What follows belongs to an exercise in optimizing a design on an open flow for small area and a short achievable clock period; a production flow would make more cautious choices.
Only simulation tests tie the RTL to the original design; equivalence was not proved.
Power and IR drop assume default switching activity.

Setup of alpha:
## dr_core
module dr_core
(
    input        clock_480,
    input        reset,
    input  [4:0] data_in,
    output       data_out,
    output       underflow,
    output       overflow
);
Settings: LEC_CHECK=0, CAP_MARGIN=20, CORE_MARGIN=2, CORE_UTILIZATION=40, CTS_BUF_LIST=sky130_fd_sc_hd__clkbuf_8, PLACE_DENSITY=0.6, SETUP_SLACK_MARGIN=1.9, SLEW_MARGIN=20; clock period 3.3 ns.
run.sh (not shown) runs the stock make flow with config.mk's settings and CLKGATE_MAP_FILE= SYNTH_SCRIPT=/design/flow/synth_recipe.tcl, a recipe that flattens the netlist after the stock synthesis.
The following lists how beta was set up differently from alpha:
Settings: setting ABC_AREA to 1 for the first time; changing PLACE_DENSITY from 0.6 to 0.75; changing SETUP_SLACK_MARGIN from 1.9 to 1.8; changing CORE_UTILIZATION from 40 to 60.
[summary]
Per the comparison of beta with alpha, number of non-clock buffers went down by 5; initial core utilization went up by 22 points; power went up by 7.7%.
Diff alpha -> beta: filler-free cell count of the finished design went up 107, slew at the pin closest to its max-slew limit went up 0.032 ns.
### beta -> gamma
Settings: ABC_AREA: 1 -> unset; CTS_BUF_LIST: sky130_fd_sc_hd__clkbuf_8 -> sky130_fd_sc_hd__clkbuf_16 sky130_fd_sc_hd__clkbuf_8; CTS_CLUSTER_SIZE: unset -> 40; CTS_CLUSTER_DIAMETER: unset -> 60.
Notes after the runs:
gamma vs beta on worst slew slack as a fraction of its limit: gamma is the lower one. Compared to beta, the router laid down more metal wire for gamma. Fill cell total of the finished layout in gamma vs beta: down 42. Summary of gamma over beta: overall via count from detail_route dropped 8.0%, simple-gate area share of the yosys netlist dropped 5.7 points, average size of a mapped cell climbed 26%, chip width dropped 0.47%. Proportion of power drawn by combinational gates is lower on gamma. A most common cell after layout, fill and taps aside of sky130_fd_sc_hd__dfxtp_1 is what gamma shows, while sky130_fd_sc_hd__nand2_1 belongs to beta.


dr_core, a different RTL version from the one above (not shown whole).
Size: about 180 flip-flops, about 5700 µm² of cells after synthesis.
==> flow/config.mk <==
export PLATFORM = sky130hd
export DESIGN_NAME = dr_core
export DESIGN_NICKNAME = dr_core
export VERILOG_FILES = /design/flow/design.v
export SDC_FILE = /design/flow/constraint.sdc
export NUM_CORES = 4
export LEC_CHECK = 0
export ABC_AREA = 1
export CAP_MARGIN = 20
export CORE_MARGIN = 2
export CORE_UTILIZATION = 60
export CTS_BUF_LIST = sky130_fd_sc_hd__clkbuf_8
export PLACE_DENSITY = 0.75
export SETUP_SLACK_MARGIN = 1.85
export SLEW_MARGIN = 20
==> flow/constraint.sdc <==
create_clock -name core_clock -period 3.3 [get_ports {clock_480}]
set_input_delay 0.6600 -clock core_clock [delete_from_list [all_inputs] [get_ports {clock_480}]]
set_output_delay 0.6600 -clock core_clock [all_outputs]
set_load 0.01 [all_outputs]
standard.sh (not shown) runs the stock make flow with config.mk's settings and CLKGATE_MAP_FILE= SYNTH_SCRIPT=/design/flow/synth_recipe.tcl, a recipe that flattens the netlist after the stock synthesis.
==> flow/flow/run.sh <==
#!/bin/bash
# The standard layout, with clock tree synthesis told not to add dummy load
# cells for balancing (they are cell area that drives nothing) and to use a
# stronger buffer at the root of the tree.
set -euo pipefail
CTS="-sink_clustering_enable -repair_clock_nets -buf_list sky130_fd_sc_hd__clkbuf_8 -root_buf sky130_fd_sc_hd__clkbuf_16 -dont_use_dummy_load"
bash standard.sh finish "CTS_ARGS=$CTS" > standard.log 2>&1
Rerun with:
==> flow/run.sh (new file) <==
#!/bin/bash
# synth_recipe.tcl (not shown) runs the flow's synth.tcl, then flattens the netlist and writes it again
# the make line also repeats each setting of config.mk as NAME=value (left out here)
make -C /OpenROAD-flow-scripts/flow DESIGN_CONFIG=/design/flow/config.mk WORK_HOME=/design/flow/orfs CLKGATE_MAP_FILE= SYNTH_SCRIPT=/design/flow/synth_recipe.tcl finish
--- a/flow/config.mk
+++ b/flow/config.mk
@@ -8 +7,0 @@
-export ABC_AREA = 1
@@ -14 +13 @@
-export SETUP_SLACK_MARGIN = 1.85
+export SETUP_SLACK_MARGIN = 1.75
removed: flow/flow/run.sh
removed: flow/standard.sh
Outcome: Die area went down by 3.7%. Wire length falls by about 1%. Area after synthesis falls by 3.8%. Power goes up by 10%. First-iteration DRC count decreases by 11%. Global-route usage climbs by 1.8 points. Worst setup slack got worse by 350 ps. Register-to-register slack degrades by 500 ps. Combinational power goes up by about 5%. Cell count is lower by about 16%. Count of clock-buffer cells in the layout is higher by 1.
Rerun with:
==> flow/flow/run.sh (new file) <==
#!/bin/bash
# The standard layout, with clock tree synthesis told not to add dummy load
# cells for balancing (they are cell area that drives nothing) and to use a
# stronger buffer at the root of the tree.
set -euo pipefail
CTS="-sink_clustering_enable -repair_clock_nets -buf_list sky130_fd_sc_hd__clkbuf_8 -root_buf sky130_fd_sc_hd__clkbuf_16 -dont_use_dummy_load"
bash standard.sh finish "CTS_ARGS=$CTS" > standard.log 2>&1
==> flow/standard.sh (new file) <==
#!/bin/bash
# synth_recipe.tcl (not shown) runs the flow's synth.tcl, then flattens the netlist and writes it again
# the make line also repeats each setting of config.mk as NAME=value (left out here)
make -C /OpenROAD-flow-scripts/flow DESIGN_CONFIG=/design/flow/config.mk WORK_HOME=/design/flow/orfs CLKGATE_MAP_FILE= SYNTH_SCRIPT=/design/flow/synth_recipe.tcl "${@:-finish}"
--- a/flow/config.mk
+++ b/flow/config.mk
@@ -7,0 +8 @@
+export ABC_AREA = 1
@@ -10,3 +11,2 @@
-export CORE_UTILIZATION = 60
-export CTS_BUF_LIST = sky130_fd_sc_hd__clkbuf_8
-export PLACE_DENSITY = 0.75
+export CORE_UTILIZATION = 75
+export PLACE_DENSITY = 0.9
removed: flow/run.sh
After rerunning: Worst setup slack improved by 320 ps; power came out lower by 9.7%; flip-flop and latch count is unchanged; combinational power came out lower by 9.3%; final area came out lower by 3.3%; via count came out higher by 12%.
Rerun with:
==> flow/flow/run.sh (replaced) <==
#!/bin/bash
# The standard layout, with clock tree synthesis told not to add dummy load
# cells for balancing (they are cell area that drives nothing), to use a
# stronger buffer at the root of the tree and larger sink clusters.
set -euo pipefail
CTS="-sink_clustering_enable -repair_clock_nets -buf_list sky130_fd_sc_hd__clkbuf_16 -root_buf sky130_fd_sc_hd__clkbuf_16 -sink_clustering_size 30 -sink_clustering_max_diameter 120 -dont_use_dummy_load"
bash standard.sh finish "CTS_ARGS=$CTS" > standard.log 2>&1
--- a/flow/config.mk
+++ b/flow/config.mk
@@ -11,2 +11,3 @@
-export CORE_UTILIZATION = 75
-export PLACE_DENSITY = 0.9
+export CORE_UTILIZATION = 60
+export CTS_BUF_LIST = sky130_fd_sc_hd__clkbuf_8
+export PLACE_DENSITY = 0.75
What happened: Register-to-register slack is better by 90 ps; area after synthesis does not change; first-iteration DRC count came out lower by 45%; cell count is higher by 1.5%; via count drops by 3.9%; setup slack is worse by 12 ps; clock skew falls by 9.0 ps.


== try-raven ==
dr_core again, from the RTL that the note above started with.
==> flow/config.mk <==
export PLATFORM = sky130hd
export DESIGN_NAME = dr_core
export DESIGN_NICKNAME = dr_core
export VERILOG_FILES = /design/flow/design.v
export SDC_FILE = /design/flow/constraint.sdc
export NUM_CORES = 4
export LEC_CHECK = 0
export ABC_AREA = 1
export CAP_MARGIN = 20
export CORE_MARGIN = 2
export CORE_UTILIZATION = 60
export GPL_TIMING_DRIVEN = 0
export PLACE_DENSITY = 0.75
export SETUP_SLACK_MARGIN = 1.75
export SLEW_MARGIN = 20
==> flow/constraint.sdc <==
create_clock -name core_clock -period 3.3 [get_ports {clock_480}]
set_input_delay 0.6600 -clock core_clock [delete_from_list [all_inputs] [get_ports {clock_480}]]
set_output_delay 0.6600 -clock core_clock [all_outputs]
set_load 0.01 [all_outputs]
==> flow/flow/run.sh <==
#!/bin/bash
# The standard layout, with clock tree synthesis told not to add dummy load
# cells for balancing (they are cell area that drives nothing) and to use a
# stronger buffer at the root of the tree.
set -euo pipefail
CTS="-sink_clustering_enable -repair_clock_nets -buf_list sky130_fd_sc_hd__clkbuf_8 -root_buf sky130_fd_sc_hd__clkbuf_16 -dont_use_dummy_load"
bash standard.sh finish "CTS_ARGS=$CTS" > standard.log 2>&1
Having completed the whole flow, try-raven delivered a layout that passed the timing, DRC and antenna checks.
Input changes introduced in try-indigo (baseline for comparison: try-raven):
- CTS_BUF_LIST: unset -> sky130_fd_sc_hd__clkbuf_8
- GPL_TIMING_DRIVEN: 0 -> unset
==> flow/flow/run.sh <==
#!/bin/bash
# The standard layout, with clock tree synthesis told not to add dummy load
# cells for balancing (they are cell area that drives nothing).
set -euo pipefail
CTS="-sink_clustering_enable -repair_clock_nets -buf_list sky130_fd_sc_hd__clkbuf_8 -dont_use_dummy_load"
bash standard.sh finish "CTS_ARGS=$CTS" > standard.log 2>&1
Notes after the runs:
try-indigo finished all stages; the layout is clean.
try-indigo ended up with a higher maximum fanout along the worst path than try-raven did.
Min portion of total power attributed to combinational logic across try-raven and try-indigo: try-indigo
In the final design statistics, try-indigo uses fewer standard cells in total than try-raven.
Global-route usage over all layers, try-raven and try-indigo: smaller value in try-indigo
Power shrinks slightly when moving from try-raven to try-indigo.
For power of the clock network, try-indigo and try-raven come out practically identical.
Wire length went up slightly going from try-raven to try-indigo.
Edits applied to the flow inputs when going from try-indigo to try-onyx:
==> flow/flow/run.sh <==
#!/bin/bash
# The standard layout, with clock tree synthesis told not to add dummy load
# cells for balancing (they are cell area that drives nothing), to use a
# stronger buffer at the root of the tree and larger sink clusters.
set -euo pipefail
CTS="-sink_clustering_enable -repair_clock_nets -buf_list sky130_fd_sc_hd__clkbuf_8 -root_buf sky130_fd_sc_hd__clkbuf_16 -sink_clustering_size 20 -sink_clustering_max_diameter 100 -dont_use_dummy_load"
bash standard.sh finish "CTS_ARGS=$CTS" > standard.log 2>&1
## What came out
The part of the total power dissipated in combinational logic number comes out lower for try-indigo vs try-onyx. Looking at fraction of area in clock buffers and inverters, try-onyx sits 0.15 points higher than try-indigo does. Changes observed in try-onyx relative to try-indigo: critical path depth now sits at about the same level, met1 track demand over resource now sits lower.
## Diff of input files: try-fjord against try-onyx
- removing CTS_BUF_LIST (formerly sky130_fd_sc_hd__clkbuf_8)
- setting GPL_TIMING_DRIVEN to 0 for the first time
- removing ABC_AREA (formerly 1)
==> flow/flow/run.sh <==
#!/bin/bash
# The standard layout, with clock tree synthesis told not to add dummy load
# cells for balancing (they are cell area that drives nothing) and to use a
# stronger buffer at the root of the tree.
set -euo pipefail
CTS="-sink_clustering_enable -repair_clock_nets -buf_list sky130_fd_sc_hd__clkbuf_8 -root_buf sky130_fd_sc_hd__clkbuf_16 -dont_use_dummy_load"
bash standard.sh finish "CTS_ARGS=$CTS" > standard.log 2>&1
Findings:
Lower actual transition at the worst max-transition pin was reported by try-onyx, not try-fjord.
When try-fjord is measured against try-onyx, its placed standard-cell area turns out 3.0% lower.
Comparing try-onyx and try-fjord, the higher maximum fanout count along the critical path is on try-fjord.
When the final numbers for try-onyx and try-fjord were put side by side, the worst setup margin turned out to be smaller in try-fjord.
[compare] base=try-onyx new=try-fjord: clock skew went up; total die area went down; multi-input combinational area share went down.
Between try-onyx and try-fjord, the shortest period the worst path allows is higher for try-fjord.
Against try-onyx as the reference, try-fjord delivers a higher wire length.
Comparing try-onyx and try-fjord, the higher total power was measured on try-fjord.
Changes in try-yarrow relative to try-fjord:
- ABC_AREA now 1, previously not set
- CTS_BUF_LIST now sky130_fd_sc_hd__clkbuf_8, previously not set
- GPL_TIMING_DRIVEN no longer set, was 0
==> flow/run.sh (new file) <==
#!/bin/bash
# synth_recipe.tcl (not shown) runs the flow's synth.tcl, then flattens the netlist and writes it again
# the make line also repeats each setting of config.mk as NAME=value (left out here)
make -C /OpenROAD-flow-scripts/flow DESIGN_CONFIG=/design/flow/config.mk WORK_HOME=/design/flow/orfs CLKGATE_MAP_FILE= SYNTH_SCRIPT=/design/flow/synth_recipe.tcl finish
removed: flow/flow/run.sh
removed: flow/standard.sh
Findings:
- On power: between try-yarrow and try-fjord, it ends up lower for try-fjord.
- Final cell area: try-yarrow above try-fjord
- Taking try-fjord as the reference, in try-yarrow clock group total power rose by 48%, number of clock buffers in the layout rose by 3, die footprint rose by 380 um^2, number of filler instances in the final layout rose by 94.
- In try-yarrow the count of buffers from port buffering turned out 3 higher than in try-fjord.
- Note that the first-iteration DRC count recorded for try-fjord amounts to 1.10 times the value seen in try-yarrow.
- NOTE: non-clock buffer count in try-yarrow falls short of that of try-fjord

==> separate check: timing with driven ports <==
How much do the figures lean on ideal ports? The routed layouts below were timed once more, with nothing changed but the port constraints. Step 1 (the two cells are an assumption about what drives the block):
set clk [get_ports {clock_480}]
set_driving_cell -lib_cell sky130_fd_sc_hd__clkbuf_16 $clk
set_driving_cell -lib_cell sky130_fd_sc_hd__buf_2 [delete_from_list [all_inputs] $clk]
Step 2 adds t to the input delays and takes it off the output delays; t is the mean of the earliest and latest rising clock arrival at the registers after step 1. Input paths then give back, and output paths get back, about the clock's delay inside the block. Three values: ideal ports, drivers, drivers and shift; two values: the first two.
run | t, ns | slack for setup (ns) | latest minus earliest clock arrival (ns)
alpha | 0.487 | 1.734 / 1.698 / 1.554 | 0.012 / 0.012
beta | 0.489 | 1.734 / 1.695 / 1.434 | 0.012 / 0.012
gamma | 0.575 | 1.654 / 1.619 / 1.392 | 0.008 / 0.009
the first run of note 2 | 0.398 | 1.829 / 1.790 / 1.479 | 0.028 / 0.027
the second run of note 2 | 0.462 | 1.483 / 1.482 / 1.020 | 0.016 / 0.016
the third run of note 2 | 0.398 | 1.800 / 1.782 / 1.420 | 0.031 / 0.032
the fourth run of note 2 | 0.441 | 1.788 / 1.748 / 1.431 | 0.016 / 0.016
try-raven | 0.402 | 1.822 / 1.784 / 1.468 | 0.025 / 0.025
try-indigo | 0.454 | 1.769 / 1.736 / 1.442 | 0.028 / 0.028
try-onyx | 0.401 | 1.805 / 1.764 / 1.464 | 0.028 / 0.028
try-fjord | 0.391 | 1.434 / 1.434 / 1.043 | 0.028 / 0.028
try-yarrow | 0.477 | 1.753 / 1.720 / 1.365 | 0.016 / 0.016
After both steps setup and hold are still met in every run listed. The setup slack of the second run of note 2, which loses most, moves by -0.001 ns with the drivers and by -0.463 ns with both steps.
